This is an optimization exercise on Yosys and OpenROAD, whose aim is small area, not a production implementation.
In this exercise RTL edits were held to simulation tests only and were not proved equivalent to the original.
The flow treats the clock pin as an ideal source. Dropping or thinning the clock tree relies on that and would not hold on a real chip.
Power and IR drop assume default switching activity.

the reference run:
==> flow/design.v <==
`timescale 1ns / 1ps
module Elevator(input CLK,
                input RST,
                input [1:0] mode,
                input [3:0] request,
                output [3:0] currentFloor1,
                output [3:0] currentFloor2,
                output doorOpen1,
                output doorOpen2,
                output [3:0] listingLeds,
                output listBusy,
                output reg state);
reg  [31:0] poolv;
reg  [7:0]  lp;
reg  [3:0]  floor1, floor2;
wire [3:0] pool [0:9];
wire [7:0] nz;
wire [7:0] m;
genvar g;
generate for (g = 0; g < 8; g = g + 1) begin : g_slot
  assign pool[g] = poolv[4*g +: 4];
  assign nz[g] = (pool[g] != 4'd0);
  assign m[g]  = (pool[g] == request);
end endgenerate
assign pool[8] = 4'd0;
assign pool[9] = 4'd0;
assign currentFloor1 = floor1;
assign currentFloor2 = floor2;
assign doorOpen1 = ~state | ~nz[0];
assign doorOpen2 = ~state | ~nz[1];
wire lb = (lp != 8'd0);
assign listBusy = lb;
reg [3:0] leds;
integer q;
always @* begin
  leds = 4'd0;
  for (q = 0; q < 8; q = q + 1)
    leds = leds | ({4{lp[q]}} & pool[q]);
end
assign listingLeds = leds;
wire idle = ~state;
wire work = state | (mode == 2'd3);
wire add  = idle & (mode == 2'd0) & ~|m & ~nz[7];
wire del  = idle & (mode == 2'd2) & (request != 4'd0);
wire lst  = idle & (mode == 2'd1);
wire [7:0] s;
assign s[0] = m[0];
generate for (g = 1; g < 8; g = g + 1) begin : g_pre
  assign s[g] = s[g-1] | m[g];
end endgenerate
wire delok = del & s[7];
wire [7:0] w;
assign w[0] = ~nz[0];
generate for (g = 1; g < 8; g = g + 1) begin : g_w
  assign w[g] = ~nz[g] & nz[g-1];
end endgenerate
wire r1 = state & ~nz[0];
wire r2 = state & ~nz[1];
wire [3:0] e1 = r1 ? pool[2] : pool[0];
wire [3:0] e2 = r2 ? (r1 ? pool[3] : pool[2]) : pool[1];
wire sh2 = r1 & r2;
wire sh1 = r1 ^ r2;
wire [4:0] d1 = {1'b0, e1} - {1'b0, floor1};
wire [4:0] d2 = {1'b0, e2} - {1'b0, floor2};
wire up1 = ~d1[4] & (d1[3:0] != 4'd0);
wire up2 = ~d2[4] & (d2[3:0] != 4'd0);
wire dn1 = d1[4] & (e1 != 4'd0);
wire dn2 = d2[4] & (e2 != 4'd0);
wire [3:0] nf1 = floor1 + {dn1, dn1, dn1, up1 | dn1};
wire [3:0] nf2 = floor2 + {dn2, dn2, dn2, up2 | dn2};
wire adj1 = (d1 == 5'd0) | (d1 == 5'd1) | (d1 == 5'h1f) | (e1 == 4'd0);
wire adj2 = (d2 == 5'd0) | (d2 == 5'd1) | (d2 == 5'h1f) | (e2 == 4'd0);
wire [3:0] nt1 = adj1 ? 4'd0 : e1;
wire [3:0] nt2 = adj2 ? 4'd0 : e2;
wire head_nz = sh2 ? nz[4] : sh1 ? nz[3] : nz[2];
wire nstate = ~adj1 | ~adj2 | head_nz;
wire [7:0] lpn = {lp[6:0], ~lb} & nz;
wire nrst = ~RST;
wire wk_s2 = nrst & work & sh2;
wire wk_s1 = nrst & work & sh1;
wire wk_k  = nrst & work & ~sh1 & ~sh2;
wire id_a  = nrst & ~work & add;
wire id_d  = nrst & ~work & delok;
wire id_k  = nrst & ~work;
wire nt1s  = nrst & work & ~adj1;
wire nt2s  = nrst & work & ~adj2;
wire [31:0] poolnx;
generate for (g = 0; g < 8; g = g + 1) begin : g_next
  wire sd = id_d & s[g];
  wire sk = (id_k & ~(delok & s[g])) | ((g >= 2) ? wk_k : 1'b0);
  wire s1 = sd | ((g >= 2) ? wk_s1 : 1'b0);
  wire s2 = (g >= 2) ? wk_s2 : 1'b0;
  wire sr = id_a & w[g];
  wire [3:0] tn = (g == 0) ? ({4{nt1s}} & e1) : (g == 1) ? ({4{nt2s}} & e2) : 4'd0;
  assign poolnx[4*g +: 4] = ({4{sk}} & pool[g]) | ({4{s1}} & pool[g+1]) |
                            ({4{s2}} & pool[g+2]) | ({4{sr}} & request) | tn;
end endgenerate
always @(posedge CLK) begin
  poolv <= poolnx;
  if (RST) begin
    lp <= 8'd0;
    floor1 <= 4'd1;
    floor2 <= 4'd1;
    state <= 1'b0;
  end else begin
    if (work) begin
      floor1 <= nf1;
      floor2 <= nf2;
      state <= nstate;
      lp <= 8'd0;
    end else if (add | delok) begin
      lp <= 8'd0;
    end else if (lst) begin
      lp <= lpn;
    end
  end
end
endmodule
Settings: LEC_CHECK=0, CAP_MARGIN=20, CORE_MARGIN=2, CORE_UTILIZATION=70, GPL_TIMING_DRIVEN=0, PLACE_DENSITY=0.85, SLEW_MARGIN=20; clock period 10.0 ns.
standard.sh (not shown) runs the stock make flow with config.mk's settings and CLKGATE_MAP_FILE= SYNTH_SCRIPT=/design/flow/synth_recipe.tcl, a recipe that flattens the netlist after the stock synthesis.
==> flow/flow/run.sh <==
#!/bin/bash
# Own flow:
#  1. the standard synthesis (standard.sh synth);
#  2. its combinational logic re-mapped for area with ABC, keeping every
#     flip-flop instance, name and cell (resynth.tcl; several ABC scripts are
#     tried and the smallest netlist is kept);
#  3. the standard layout from floorplan on, with buf_1 port buffers,
#     no large buffers for repair_design (resize_dont_use.tcl) and a
#     one-level clock tree built by hand before CTS (cts_manual.tcl).
# Each tool's output goes to a log file of its own in this folder.
set -euo pipefail
W=$(pwd)
F=$W/flow
YOSYS=$FLOW_HOME/../tools/install/yosys/bin/yosys
[ -x "$YOSYS" ] || YOSYS=yosys
R=$W/orfs/results/$FLOW_PLATFORM/Elevator/base
LIB=$FLOW_HOME/platforms/$FLOW_PLATFORM/lib/sky130_fd_sc_hd__tt_025C_1v80.lib

bash standard.sh synth > $W/log_std_synth.log 2>&1
cp $R/1_2_yosys.v $W/std_1_2_yosys.v

scripts="e2"
for i in $(seq 1 23); do scripts="$scripts e2s$i"; done
run_batch() {
  local pids=()
  for s in "$@"; do
    ( cd $W && FLOW_TOP=$FLOW_TOP LIBERTY=$LIB IN_V=$W/std_1_2_yosys.v ABC_SCRIPT=$F/$s.abc \
        OUT_V=$W/rs_$s.v OUT_STAT=$W/rs_$s.stat \
        timeout 900 $YOSYS -c $F/resynth.tcl > $W/log_resynth_$s.log 2>&1 ) &
    pids+=($!)
  done
  for p in "${pids[@]}"; do wait $p || true; done
}
# four at a time (the layout has 4 CPUs)
set -- $scripts
while [ $# -gt 0 ]; do
  batch=()
  for j in 1 2 3 4; do [ $# -gt 0 ] && { batch+=("$1"); shift; }; done
  run_batch "${batch[@]}"
done

best=""; besta=""
for s in $scripts; do
  [ -s $W/rs_$s.v ] && [ -s $W/rs_$s.stat ] || continue
  a=$(grep 'Chip area' $W/rs_$s.stat | awk '{print $NF}')
  [ -n "$a" ] || continue
  if [ -z "$besta" ] || awk "BEGIN{exit !($a < $besta)}"; then best=$s; besta=$a; fi
done
echo "resynth choice: ${best:-none} ${besta:-}" > $W/log_choice.log
if [ -n "$best" ]; then
  cp $W/rs_$best.v $R/1_2_yosys.v
  rm -f $R/1_synth.odb $R/1_synth.sdc
fi

export BUFFER_PORTS_ARGS="-buffer_cell sky130_fd_sc_hd__buf_1"
export PRE_CTS_TCL=$F/cts_manual.tcl
export MANUAL_CTS_SLEW=0.118
export PRE_RESIZE_TCL=$F/resize_dont_use.tcl
bash standard.sh finish "BUFFER_PORTS_ARGS=$BUFFER_PORTS_ARGS" "PRE_CTS_TCL=$PRE_CTS_TCL" "PRE_RESIZE_TCL=$PRE_RESIZE_TCL" > $W/log_std_finish.log 2>&1
==> flow/flow/cts_manual.tcl <==
# PRE_CTS_TCL hook: a one-level clock tree made by hand.  The clock port
# drives K clock buffers of one type; each drives one cluster of flip-flops
# (k-means on their placed positions, from four different starts).  The
# (K, buffer) pairs are tried from the smallest total buffer area up, and the
# first whose estimated slew at every flip-flop clock pin is below the target
# is kept.  TritonCTS is then
# skipped.
set cts_slew  [expr {[info exists ::env(MANUAL_CTS_SLEW)] ? $::env(MANUAL_CTS_SLEW) : 0.100}]

proc mcts_kmeans {sinks K init} {
  set n [llength $sinks]
  set keyed {}
  foreach s $sinks {
    set x [lindex $s 1]; set y [lindex $s 2]
    switch $init {
      0 { set key $x }
      1 { set key $y }
      2 { set key [expr {$x + $y}] }
      default { set key [expr {$x - $y}] }
    }
    lappend keyed [list $key $s]
  }
  set sorted {}
  foreach ks [lsort -integer -index 0 $keyed] { lappend sorted [lindex $ks 1] }
  set cents {}
  for {set k 0} {$k < $K} {incr k} {
    set s [lindex $sorted [expr {int(($k + 0.5) * $n / $K)}]]
    lappend cents [list [lindex $s 1] [lindex $s 2]]
  }
  set assign {}
  for {set iter 0} {$iter < 30} {incr iter} {
    set assign {}
    foreach s $sinks {
      set best 0; set bd 1e30
      for {set k 0} {$k < $K} {incr k} {
        set c [lindex $cents $k]
        set d [expr {abs([lindex $s 1] - [lindex $c 0]) + abs([lindex $s 2] - [lindex $c 1])}]
        if {$d < $bd} { set bd $d; set best $k }
      }
      lappend assign $best
    }
    set newc {}
    for {set k 0} {$k < $K} {incr k} {
      set sx 0; set sy 0; set m 0
      foreach s $sinks a $assign {
        if {$a == $k} { set sx [expr {$sx + [lindex $s 1]}]; set sy [expr {$sy + [lindex $s 2]}]; incr m }
      }
      if {$m > 0} { lappend newc [list [expr {$sx / $m}] [expr {$sy / $m}]] } else { lappend newc [lindex $cents $k] }
    }
    set cents $newc
  }
  return [list $assign $cents]
}

set block [ord::get_db_block]
set cts_port [expr {[info exists ::env(MANUAL_CTS_PORT)] ? $::env(MANUAL_CTS_PORT) : "CLK"}]
set clk_port_net [[$block findBTerm $cts_port] getNet]
$clk_port_net setSigType CLOCK
set sinks {}
foreach it [$clk_port_net getITerms] {
  set b [[$it getInst] getBBox]
  lappend sinks [list $it [expr {([$b xMin] + [$b xMax]) / 2}] [expr {([$b yMin] + [$b yMax]) / 2}]]
}
set core [$block getCoreArea]
set_propagated_clock [all_clocks]
set cands {}
foreach bn {sky130_fd_sc_hd__clkbuf_4 sky130_fd_sc_hd__clkbuf_8 sky130_fd_sc_hd__clkbuf_16} {
  set bm [[ord::get_db] findMaster $bn]
  for {set K 1} {$K <= 4} {incr K} {
    lappend cands [list [expr {$K * [$bm getWidth]}] $K $bn]
  }
}
set cands [lsort -integer -index 0 $cands]
set ncand [llength $cands]
set ci 0
set tries {}
foreach cand $cands { foreach init {0 1 2 3} { lappend tries [concat $cand $init] } }
set ncand [llength $tries]
foreach cand $tries {
  incr ci
  lassign $cand _ K cts_buf init
  set master [[ord::get_db] findMaster $cts_buf]
  if {$K > [llength $sinks]} { continue }
  lassign [mcts_kmeans $sinks $K $init] assign cents
  set made {}
  for {set k 0} {$k < $K} {incr k} {
    set inst [odb::dbInst_create $block $master clkbuf_leaf_$k]
    set net [odb::dbNet_create $block clknet_leaf_$k]
    $net setSigType CLOCK
    foreach s $sinks a $assign {
      if {$a == $k} { set it [lindex $s 0]; $it disconnect; $it connect $net }
    }
    [$inst findITerm A] connect $clk_port_net
    [$inst findITerm X] connect $net
    set c [lindex $cents $k]
    set x [expr {max([$core xMin], min([$core xMax] - [$master getWidth], [lindex $c 0]))}]
    set y [expr {max([$core yMin], min([$core yMax] - [$master getHeight], [lindex $c 1]))}]
    $inst setLocation $x $y
    $inst setPlacementStatus PLACED
    lappend made [list $inst $net]
  }
  estimate_parasitics -placement
  set mx 0
  foreach s $sinks {
    set it [lindex $s 0]
    set p [get_pins [[$it getInst] getName]/[[$it getMTerm] getName]]
    set sl [get_property $p slew_max]
    if {$sl > $mx} { set mx $sl }
  }
  puts "manual CTS: $K x $cts_buf (start $init), estimated max clock pin slew [format %.1f [expr {$mx * 1000.0}]] ps"
  if {$mx <= $cts_slew || $ci == $ncand} { break }
  foreach m $made {
    lassign $m inst net
    foreach it [$net getITerms] { $it disconnect; if {[$it getInst] ne $inst} { $it connect $clk_port_net } }
    odb::dbInst_destroy $inst
    odb::dbNet_destroy $net
  }
}

rename clock_tree_synthesis mcts_unused_clock_tree_synthesis
proc clock_tree_synthesis {args} { puts "clock tree already built by the PRE_CTS_TCL hook" }
Other scripts of this flow, unchanged in this note and not shown: flow/flow/e2.abc, flow/flow/e2s1.abc, flow/flow/e2s10.abc, flow/flow/e2s11.abc, flow/flow/e2s12.abc, flow/flow/e2s13.abc, flow/flow/e2s14.abc, flow/flow/e2s15.abc, flow/flow/e2s16.abc, flow/flow/e2s17.abc, flow/flow/e2s18.abc, flow/flow/e2s19.abc, flow/flow/e2s2.abc, flow/flow/e2s20.abc, flow/flow/e2s21.abc, flow/flow/e2s22.abc, flow/flow/e2s23.abc, flow/flow/e2s3.abc, flow/flow/e2s4.abc, flow/flow/e2s5.abc, flow/flow/e2s6.abc, flow/flow/e2s7.abc, flow/flow/e2s8.abc, flow/flow/e2s9.abc, flow/flow/resize_dont_use.tcl, flow/flow/resynth.tcl
For the trial run, these inputs were changed with respect to the reference run:
-- flow/flow/run.sh --
<<< the reference run, line 57
export MANUAL_CTS_SLEW=0.118
>>> the trial run, line 57
export MANUAL_CTS_SLEW=0.110
-- flow/flow/cts_manual.tcl --
<<< the reference run, line 3
# (k-means on their placed positions, from four different starts).  The
# (K, buffer) pairs are tried from the smallest total buffer area up, and the
# first whose estimated slew at every flip-flop clock pin is below the target
# is kept.  TritonCTS is then
>>> the trial run, line 3
# (k-means on their placed positions).  The (K, buffer) pairs are tried from
# the smallest total buffer area up, and the first whose estimated slew at
# every flip-flop clock pin is below the target is kept.  TritonCTS is then
<<< the reference run, line 10
proc mcts_kmeans {sinks K init} {
>>> the trial run, line 9
proc mcts_kmeans {sinks K} {
<<< the reference run, line 12
  set keyed {}
  foreach s $sinks {
    set x [lindex $s 1]; set y [lindex $s 2]
    switch $init {
      0 { set key $x }
      1 { set key $y }
      2 { set key [expr {$x + $y}] }
      default { set key [expr {$x - $y}] }
    }
    lappend keyed [list $key $s]
  }
  set sorted {}
  foreach ks [lsort -integer -index 0 $keyed] { lappend sorted [lindex $ks 1] }
>>> the trial run, line 11
  set sorted [lsort -integer -index 1 $sinks]
<<< the reference run, line 76
set tries {}
foreach cand $cands { foreach init {0 1 2 3} { lappend tries [concat $cand $init] } }
set ncand [llength $tries]
foreach cand $tries {
>>> the trial run, line 63
foreach cand $cands {
<<< the reference run, line 81
  lassign $cand _ K cts_buf init
>>> the trial run, line 65
  lassign $cand _ K cts_buf
<<< the reference run, line 84
  lassign [mcts_kmeans $sinks $K $init] assign cents
>>> the trial run, line 68
  lassign [mcts_kmeans $sinks $K] assign cents
<<< the reference run, line 110
  puts "manual CTS: $K x $cts_buf (start $init), estimated max clock pin slew [format %.1f [expr {$mx * 1000.0}]] ps"
>>> the trial run, line 94
  puts "manual CTS: $K x $cts_buf, estimated max clock pin slew [format %.1f [expr {$mx * 1000.0}]] ps"
### Flow results
Compared with the reference run, the trial run shows final total power that has gone up by a few percent.
The reference run and the trial run ended up with nearly the same post-route fraction of the period consumed by the critical path.
Register fraction of the total cell area across the reference run and the trial run: no real change.
From the trial run to the reference run, critical path depth in cells did not move at all.
Taking the reference run as the reference, in the trial run fraction of standard cell area in multi-input logic down 0.17 points; routed via count divided by cell count climbed 0.89%.
Looking at switching power as a share of total power, the trial run sits 0.76 points lower than the reference run does.
In every run of this note, the design's own scripts or RTL, not TritonCTS, make the clock network.

[afterwards: timing with drivers on the ports]
Ports are ideal in the flow. The routed layouts listed here were re-timed in OpenROAD. Step 1 sets driving cells, clkbuf_16 on the clock port and buf_2 on the other inputs (assumed; they add their load-dependent delay and slew). Step 2 moves the port delays by t, midway between the first and last clock arrival at a register: inputs arrive t later, outputs are due t later. That takes back most of the time a late clock gives input paths. Slacks: ideal ports / drivers / drivers and shift; pairs: ideal ports / drivers.
run | t (ns) | slack for setup (ns) | worst setup path at the end | clock arrival spread, ns | worst data-port slew with drivers (ns)
the reference run | 0.207 | 4.161 / 4.189 / 3.982 | input to register | 0.040 / 0.039 | 0.03
the trial run | 0.204 | 4.166 / 4.190 / 3.987 | input to register | 0.013 / 0.013 | 0.04
After both steps setup and hold are still met in every run listed.
